From an optimization exercise on the open Yosys and OpenROAD flow, aimed at small area and a short achievable clock period; shortcuts taken in it are not production practice.

Setup of alpha:
## solution
module solution (
    input clk,
    input rst,
    input row_valid,
    input [281:0] row_data,
    output [63:0] splitters_hit,
    output done
);
For scale: ~1100 cells after synthesis, about 12000 µm² of cells after synthesis.
==> flow/config.mk <==
export PLATFORM = sky130hd
export DESIGN_NAME = solution
export DESIGN_NICKNAME = solution
export VERILOG_FILES = /design/flow/design.v
export SDC_FILE = /design/flow/constraint.sdc
export NUM_CORES = 4
export LEC_CHECK = 0
export CAP_MARGIN = 20
export CORE_MARGIN = 2
export CORE_UTILIZATION = 65
export CTS_BUF_LIST = sky130_fd_sc_hd__clkbuf_4 sky130_fd_sc_hd__clkbuf_8
export SLEW_MARGIN = 20
export SYNTH_HIERARCHICAL = 1
export SYNTH_MINIMUM_KEEP_SIZE = 0
# port buffers: the smallest buffer
export BUFFER_PORTS_ARGS = -buffer_cell sky130_fd_sc_hd__buf_1
# one tie cell per constant
export SKIP_REPAIR_TIE_FANOUT = 1
==> flow/constraint.sdc <==
create_clock -name core_clock -period 100.0 [get_ports {clk}]
set_input_delay 20.0000 -clock core_clock [delete_from_list [all_inputs] [get_ports {clk}]]
set_output_delay 20.0000 -clock core_clock [all_outputs]
set_load 0.01 [all_outputs]
standard.sh (not shown) runs the stock make flow with config.mk's settings and CLKGATE_MAP_FILE= SYNTH_SCRIPT=/design/flow/synth_recipe.tcl, a recipe that flattens the netlist after the stock synthesis.
==> flow/flow/run.sh <==
#!/bin/bash
# Own layout flow: the standard flow, with
#  - the column cell bs_col mapped by hand (flow/bs_col_cells.v) before flattening,
#  - flow/extra.mk appended to config.mk (port buffer cell).
set -euo pipefail
cd "$(dirname "$0")/.."
W=$PWD
cat flow/extra.mk >> config.mk
# synthesis: the standard flow's script, with the hand-mapped bs_col read over the synthesized one
awk -v f="$W/flow/bs_col_cells.v" '{print} /source .*synth.tcl/ {print "read_verilog -overwrite " f}' \
  synth_recipe.tcl > my_synth.tcl
grep -q "read_verilog -overwrite" my_synth.tcl
sed "s#SYNTH_SCRIPT=[^ ]*#SYNTH_SCRIPT=$W/my_synth.tcl#" standard.sh > my_standard.sh
grep -q "my_synth.tcl" my_standard.sh
bash my_standard.sh ${FLOW_TARGET:-finish} > make_finish.log 2>&1
==> flow/flow/bs_col_cells.v <==
// bs_col and bs_take (see rtl/solution.v) mapped by hand to sky130_fd_sc_hd cells.
//
// bs_col:
// nhit = ~(a & c0 & ~c1 & take)
// src  = ~c0 & ~ntake & c1
// nk   = ~((a & nhit) | src)
// d    = ~((nk & nhl & nhr) | rst)
module bs_col (
    input a, input c0, input c1, input take, input ntake, input rst,
    input nhl, input nhr,
    output nhit, output d
);
    wire src, nk;
    sky130_fd_sc_hd__nand4b_1 g_hit (.A_N(c1), .B(c0), .C(a), .D(take), .Y(nhit));
    sky130_fd_sc_hd__nor3b_1 g_src (.A(c0), .B(ntake), .C_N(c1), .Y(src));
    sky130_fd_sc_hd__a21oi_1 g_keep (.A1(a), .A2(nhit), .B1(src), .Y(nk));
    sky130_fd_sc_hd__a31oi_1 g_d (.A1(nk), .A2(nhl), .A3(nhr), .B1(rst), .Y(d));
endmodule

// bs_take:
// take = row_valid & running & ~rst, ntake = ~take, rst_l = rst (buffered)
module bs_take (input row_valid, input running, input rst, output take, output ntake,
                output rst_l);
    sky130_fd_sc_hd__and3b_2 g_take (.A_N(rst), .B(running), .C(row_valid), .X(take));
    sky130_fd_sc_hd__nand3b_1 g_ntake (.A_N(rst), .B(running), .C(row_valid), .Y(ntake));
    sky130_fd_sc_hd__buf_2 g_rst (.A(rst), .X(rst_l));
endmodule
==> flow/flow/extra.mk <==
# port buffers: the smallest buffer
export BUFFER_PORTS_ARGS = -buffer_cell sky130_fd_sc_hd__buf_1
# one tie cell per constant
export SKIP_REPAIR_TIE_FANOUT = 1
#### Input delta (beta over alpha)
-- flow/design.v --
<<< alpha, line 331
    wire s277, c278;
    bs_ha u_s277 (.a(acc[6]), .b(c266), .s(s277), .co(c278));
    wire [14:0] fr0 = {acc[14], acc[13], acc[12], acc[11], acc[10], acc[9], acc[8], c278, c276, c274, c272, c270, c268, s267, acc[0]};
    wire [14:0] fr1 = {1'b0, 1'b0, 1'b0, 1'b0, 1'b0, 1'b0, 1'b0, acc[7], s277, s275, s273, s271, s269, pt[2], pt[0]};
    wire [14:0] fsum = fr0 + fr1;
    wire [14:0] total = {fsum[14], fsum[13], fsum[12], fsum[11], fsum[10], fsum[9], fsum[8], fsum[7], fsum[6], fsum[5], fsum[4], fsum[3], fsum[2], fsum[1], fsum[0]};
    always @(posedge clk) begin
        pn <= pn_next;                  
>>> beta, line 331
    wire s277, c278;
    bs_ha u_s277 (.a(acc[6]), .b(c266), .s(s277), .co(c278));
    wire [7:0] fr0 = {c278, c276, c274, c272, c270, c268, s267, acc[0]};
    wire [7:0] fr1 = {acc[7], s277, s275, s273, s271, s269, pt[2], pt[0]};
    wire [8:0] fsum = fr0 + fr1;
    wire inc8 = fsum[8];
    wire tot8 = acc[8] ^ inc8;
    wire pre9 = acc[8];
    wire inc9 = fsum[8] & pre9;
    wire tot9 = acc[9] ^ inc9;
    wire pre10 = pre9 & acc[9];
    wire inc10 = fsum[8] & pre10;
    wire tot10 = acc[10] ^ inc10;
    wire pre11 = pre10 & acc[10];
    wire inc11 = fsum[8] & pre11;
    wire tot11 = acc[11] ^ inc11;
    wire pre12 = pre11 & acc[11];
    wire inc12 = fsum[8] & pre12;
    wire tot12 = acc[12] ^ inc12;
    wire pre13 = pre12 & acc[12];
    wire inc13 = fsum[8] & pre13;
    wire tot13 = acc[13] ^ inc13;
    wire pre14 = pre13 & acc[13];
    wire inc14 = fsum[8] & pre14;
    wire tot14 = acc[14] ^ inc14;
    wire [14:0] total = {tot14, tot13, tot12, tot11, tot10, tot9, tot8, fsum[7], fsum[6], fsum[5], fsum[4], fsum[3], fsum[2], fsum[1], fsum[0]};
    always @(posedge clk) begin
        pn <= pn_next;                  
Results
- beta completed end to end with timing, DRC and antenna clean.
- Compared with alpha, placement density in the core of beta is lower.
- On via count, beta tracks alpha almost exactly.
- alpha and beta ended up with nearly the same fraction of the cycle the final worst path needs.
- Between alpha and beta, the flow reports core footprint decreasing slightly.
- Between alpha and beta, the cell area is lower for beta.
- beta vs. alpha: area of the die went down; multi-input combinational gate total went down; gate count of the mapped netlist did not really move; worst voltage drop across the vdd grid went up.
- For the synthesized area, beta came in about 0.9% lower than alpha did.
- In beta, the global-route met1 utilization came out 3.0 points above the value in alpha.
No run of this note included a check of the RTL's function; only the layout flow was run.

re-timing with driven ports:
How much do the figures lean on ideal ports? The routed layouts below were timed once more, with nothing changed but the port constraints. Step 1 sets driving cells, clkbuf_16 on the clock port and buf_2 on the other inputs (assumed; they add their load-dependent delay and slew). Step 2 times the ports against the registers' clock, not the clock port: input delays grow and output delays shrink by t, the midpoint of the rising clock arrivals with the driver on. Slacks: ideal ports / drivers / drivers and shift; pairs: ideal ports / drivers.
| run | shift t [ns] | setup slack, ns | worst register clock-pin slew, ns | worst data-port slew with drivers (ns) |
|---|---|---|---|---|
| alpha | 0.510 | 75.281 / 75.295 / 74.785 | 0.10 / 0.10 | 0.07 |
| beta | 0.504 | 75.412 / 75.385 / 74.881 | 0.10 / 0.10 | 0.08 |
After both steps every run listed still meets setup and hold. For beta, which loses most, drivers alone change the setup slack by -0.027 ns; drivers and shift together by -0.531 ns.
